This design comes from an exercise in tuning for small area on the open sky130 flow, not from production work.
At most, simulation tests tie the RTL to the original design; equivalence was not proved.
No driver is modelled on the clock port, so clock power and skew are understated where the tree is cut down; a real chip needs a root buffer or a tree.
Power figures rest on the tool's default switching activity, not on a simulated workload.

==> flow/design.v <==
module TinyMIPS(
    input wire clk,
    input wire rst,
    input wire [15:0] data_fromRAM,
    output wire wrEn,
    output wire [7:0] addr_toRAM,
    output wire [15:0] data_toRAM
);
    localparam S_WAIT = 3'd0, S_PCUP = 3'd1, S_LDR = 3'd2, S_STW = 3'd3,
               S_EX = 3'd4, S_LDW = 3'd5, S_LDX = 3'd6, S_STX = 3'd7;
    reg [3:0] ph;       
    reg [2:0] st;
    reg [2:0] k;        
    reg [7:0] AR;       
    reg [15:0] T;       
    reg [2:0] Ah;       
    reg c1, c2;         
    reg tdel;           
    reg d0, d1;         
    reg n0;             
    reg fz;             
    reg fl;             
    reg sp;             
    reg [15:0] R [0:7];
    wire [15:0] I = data_fromRAM;
    wire [3:0] op = I[15:12];
    wire [2:0] fB = I[8:6];
    wire [2:0] fC = I[5:3];
    wire g1   = ~st[2];
    wire ex   = (st == S_EX);
    wire pcup = (st == S_PCUP);
    wire wait0= (st == S_WAIT);
    wire ldw  = (st == S_LDW);
    wire ldr  = (st == S_LDR);
    wire stw  = (st == S_STW);
    wire exch = st[2] & st[1];
    wire swst = st[1] & st[0];
    wire oADD = ex & (op == 4'd0);
    wire oADDI= ex & (op == 4'd1);
    wire oMUL = ex & (op == 4'd2);
    wire oSRL = ex & (op == 4'd3);
    wire oLD  = ex & (op == 4'd4);
    wire oST  = ex & (op == 4'd5);
    wire oCP  = ex & (op == 4'd6);
    wire oCPI = ex & (op == 4'd7);
    wire oBR  = ex & (op[3:2] == 2'b10) & (op[1:0] != 2'b11);
    wire oHLT = ex & ((op[3:2] == 2'b11) | (op == 4'd11));
    wire t0 = (ph == 4'd0);
    wire t15 = (ph == 4'd15);
    wire k0 = (k == 3'd0);
    wire cA = (fC == Ah);
    wire bA = (fB == Ah);
    wire useA = oBR | oST | swst | (oMUL & (~k0 | cA));
    wire [2:0] selP = useA ? Ah : fB;
    wire useC = oADD | oSRL | (oMUL & ~cA);
    wire [2:0] selQ = useC ? fC : fB;
    wire P = R[selP][0];
    wire Q = R[selQ][0];
    wire dm = I[ph];
    wire sx6 = (ph >= 4'd5) ? I[5] : dm;
    wire zx6 = (ph < 4'd6) & dm;
    wire zx9 = (ph < 4'd9) & dm;
    wire mcopy = (oMUL & k0) | (oSRL & ~sp);
    wire Tm = mcopy ? P : T[0];
    reg tap;
    always @* begin
        case (k)
            3'd0: tap = Tm;
            3'd1: tap = T[14];
            3'd2: tap = T[12];
            3'd3: tap = T[10];
            3'd4: tap = T[8];
            3'd5: tap = T[6];
            3'd6: tap = T[4];
            default: tap = T[2];
        endcase
    end
    wire D = (cA & bA) ? Tm : Q;
    wire nz = (k == 3'd0) & ~n0;
    wire sv = ~fz & oSRL;
    wire cap0v = oMUL ? D : (sv & fl & ~n0);
    wire cap1v = oMUL ? D : (sv & fl &  n0);
    wire pre0 = sv & ~fl & ~n0;
    wire pre1 = sv & ~fl &  n0;
    wire kmatch = (ph[3:1] == k);
    wire d0n = (kmatch & ~ph[0]) ? cap0v : t0 ? pre0 : d0;
    wire d1n = (kmatch &  ph[0]) ? cap1v : t0 ? pre1 : d1;
    wire term0 = d0n & tap;
    wire term1 = d1n & tdel;
    wire ldst = oLD | oST;
    wire a1 = ((oADD | oADDI | oBR | oCP | (oMUL & ~k0)) & P) | (ldst & Q) | ((exch | pcup) & AR[0]);
    wire b1 = (oADD & Q) | (oBR & ~Q) | (oADDI & sx6) | (ldst & zx6) | (oCPI & zx9) |
              ((ldw | ldr) & dm) | ((oMUL | oSRL) & term0) | (pcup & fl & T[0]);
    wire ci1 = t0 ? (oBR | (pcup & ~fl)) : ((exch & (ph == 4'd8)) | c1);
    wire s1 = a1 ^ b1 ^ ci1;
    wire co1 = (a1 & b1) | (ci1 & (a1 ^ b1));
    wire ci2 = ~t0 & c2;
    wire s2 = s1 ^ term1 ^ ci2;
    wire co2 = (s1 & term1) | (ci2 & (s1 ^ term1));
    wire Tin = mcopy ? P : (ldst | exch) ? s1 : oBR ? sx6 : T[0];
    wire swap = oST | swst;
    wire wen = oADD | oADDI | oCP | oCPI | oMUL | (oSRL & sp) | ldw | (ldr & t0);
    wire wdat = swap ? R[0][0] : s2;
    integer i;
    always @(posedge clk) begin
        R[0] <= {swap ? P : (wen & (Ah == 3'd0)) ? wdat : R[0][0], R[0][15:1]};
        for (i = 1; i < 8; i = i + 1)
            R[i] <= {((wen | swap) & (Ah == i[2:0])) ? wdat : R[i][0], R[i][15:1]};
        T <= {Tin, T[15:1]};
        c1 <= co1;
        c2 <= co2;
        tdel <= tap;
        d0 <= d0n;
        d1 <= d1n;
        if (oBR | srl0) fz <= (~t0 & fz) | (oBR ? (P ^ Q) : (Q & (ph[3] | (ph[2] & (ph[1] | ~ph[0])))));
        if (srl0 & (ph == 4'd5)) fl <= Q | nz;
        else if (ex & t15 & ~srl0) fl <= oBR & cond;
        if (ex & t15) sp <= srl0;
        if (t15 & g1) Ah <= I[11:9];
        if (arsh) AR <= {arin, AR[7:1]};
        if (g1) k <= 3'd0;
        else if (kshift) {k, n0} <= {Q, k, n0} >> 1;
        else if (kadd) k <= kx + {2'b00, kcin};
    end
    wire srl0 = oSRL & ~sp;
    wire kshift = srl0 & (ph < 4'd4);
    wire kinv = srl0 & ~fl;
    wire kadd = (srl0 & (ph == 4'd14)) | (oMUL & t15);
    wire [2:0] kx = kinv ? ~k : k;
    wire kcin = ~srl0 | (kinv & ~n0);
    wire ne_all = fz | (P ^ Q);
    wire cond = (op[1:0] == 2'd0) ? ~ne_all : (op[1:0] == 2'd1) ? ~co1 : (co1 & ne_all);
    wire arsh = (g1 & ~ph[3]) | exch;
    wire arin = pcup ? s1 : ~wait0 & T[8];
    always @(posedge clk or posedge rst) begin
        if (rst) begin
            ph <= 4'd0;
            st <= S_WAIT;
        end else begin
            ph <= ph + 4'd1;
            if (ph == 4'd7 && oLD) st <= S_LDX;
            if (ph == 4'd7 && oST) st <= S_STX;
            if (t15) begin
                case (st)
                    S_EX: if (~oHLT & ~(oMUL & (k != 3'd7)) & ~(oSRL & ~sp)) st <= S_PCUP;
                    S_LDX: st <= S_LDW;
                    S_STX: st <= S_STW;
                    S_LDW: st <= S_LDR;
                    default: st <= S_EX;
                endcase
            end
        end
    end
    assign addr_toRAM = AR;
    assign wrEn = stw & t0;
    assign data_toRAM = R[0];
endmodule
export LEC_CHECK = 0
export CAP_MARGIN = 20
export CORE_MARGIN = 2
export CORE_UTILIZATION = 40
export SLEW_MARGIN = 20
create_clock -name core_clock -period 10.0 [get_ports {clk}]
standard.sh (not shown) runs the stock make flow with config.mk's settings and CLKGATE_MAP_FILE= SYNTH_SCRIPT=/design/flow/synth_recipe.tcl, a recipe that flattens the netlist after the stock synthesis.
==> flow/flow/run.sh <==
#!/bin/bash
# The standard ORFS layout (standard.sh) with three changes:
#  - synthesis maps logic with an area-oriented ABC script (flow/synth_area.tcl,
#    flow/area.abc); registers are mapped before ABC, exactly as in the
#    standard synthesis;
#  - ports are buffered with the smallest buffer (buf_1);
#  - the clock tree is a small two-level inverter tree built by
#    flow/cts_manual.tcl in place of TritonCTS (sourced through PRE_CTS_TCL,
#    so the rest of ORFS's CTS step - legalisation, timing repair - still runs).
# Each make step's full output is in orfs/logs; make's own output is in
# standard_sh.log.
set -euo pipefail
here=$(pwd)
export FLOW_SYNTH_TCL="$here/synth_recipe.tcl"
export AREA_ABC_SCRIPT="$here/flow/area.abc"
export BUFFER_PORTS_ARGS="-buffer_cell sky130_fd_sc_hd__buf_1"
export PRE_CTS_TCL="$here/flow/cts_manual.tcl"
sed "s#SYNTH_SCRIPT=[^ ]*#SYNTH_SCRIPT=$here/flow/synth_area.tcl#" standard.sh > standard_area.sh
grep -q "SYNTH_SCRIPT=$here/flow/synth_area.tcl" standard_area.sh
bash standard_area.sh > standard_sh.log 2>&1
Other scripts of this flow, unchanged in this note and not shown: flow/flow/area.abc, flow/flow/cts_manual.tcl, flow/flow/synth_area.tcl
==> next run, changes <==
--- a/flow/design.v
+++ b/flow/design.v
@@ -113,11 +113,12 @@
         d0 <= d0n;
         d1 <= d1n;
         if (oBR | srl0) fz <= (~t0 & fz) | (oBR ? (P ^ Q) : (Q & (ph[3] | (ph[2] & (ph[1] | ~ph[0])))));
         if (srl0 & (ph == 4'd5)) fl <= Q | nz;
         else if (ex & t15 & ~srl0) fl <= oBR & cond;
-        if (ex & t15) sp <= srl0;
+        if (g1) sp <= 1'b0;
+        else if (ex & t15) sp <= srl0;
         if (t15 & g1) Ah <= I[11:9];
         if (arsh) AR <= {arin, AR[7:1]};
         if (g1) k <= 3'd0;
         else if (kshift) {k, n0} <= {Q, k, n0} >> 1;
         else if (kadd) k <= kx + {2'b00, kcin};
=> Maximum frequency rose by a few percent. Synthesized cell count decreases by a few percent. Total power decreases by a little under a tenth. Flip-flop and latch count stays the same. Register-to-register slack improved by 190 ps. Cell area drops slightly. Setup slack improved by 460 ps. Worst hold slack is better by 5.2 ps. First-iteration DRC count drops by about a fifth.
For the first run of this note, only the layout was checked, not whether the RTL still works. In every run of this note, the design's own scripts or RTL, not TritonCTS, make the clock network.

port drivers added, routing unchanged:
How much do the figures lean on ideal ports? The routed layouts below were timed once more, with nothing changed but the port constraints. Step 1: set_driving_cell puts a clkbuf_16 on clk and a buf_2 on each other input, an assumption about the parent block. Step 2 also shifts input and output timing later by t, the mid clock arrival at the registers, as if the neighbouring blocks saw the same clock. a / b / c = ideal / step 1 / step 2; a / b = the first two.
| run | shift t [ns] | setup slack, ns | cell pins on the clock port's net |
|---|---|---|---|
| the first run | 0.233 | 2.479 / 2.539 / 2.305 | 2 |
| the second run | 0.233 | 2.935 / 3.001 / 2.768 | 2 |
After both steps setup and hold are still met in every run listed. For the first run, which loses most, drivers alone change the setup slack by +0.060 ns; drivers and shift together by -0.174 ns.
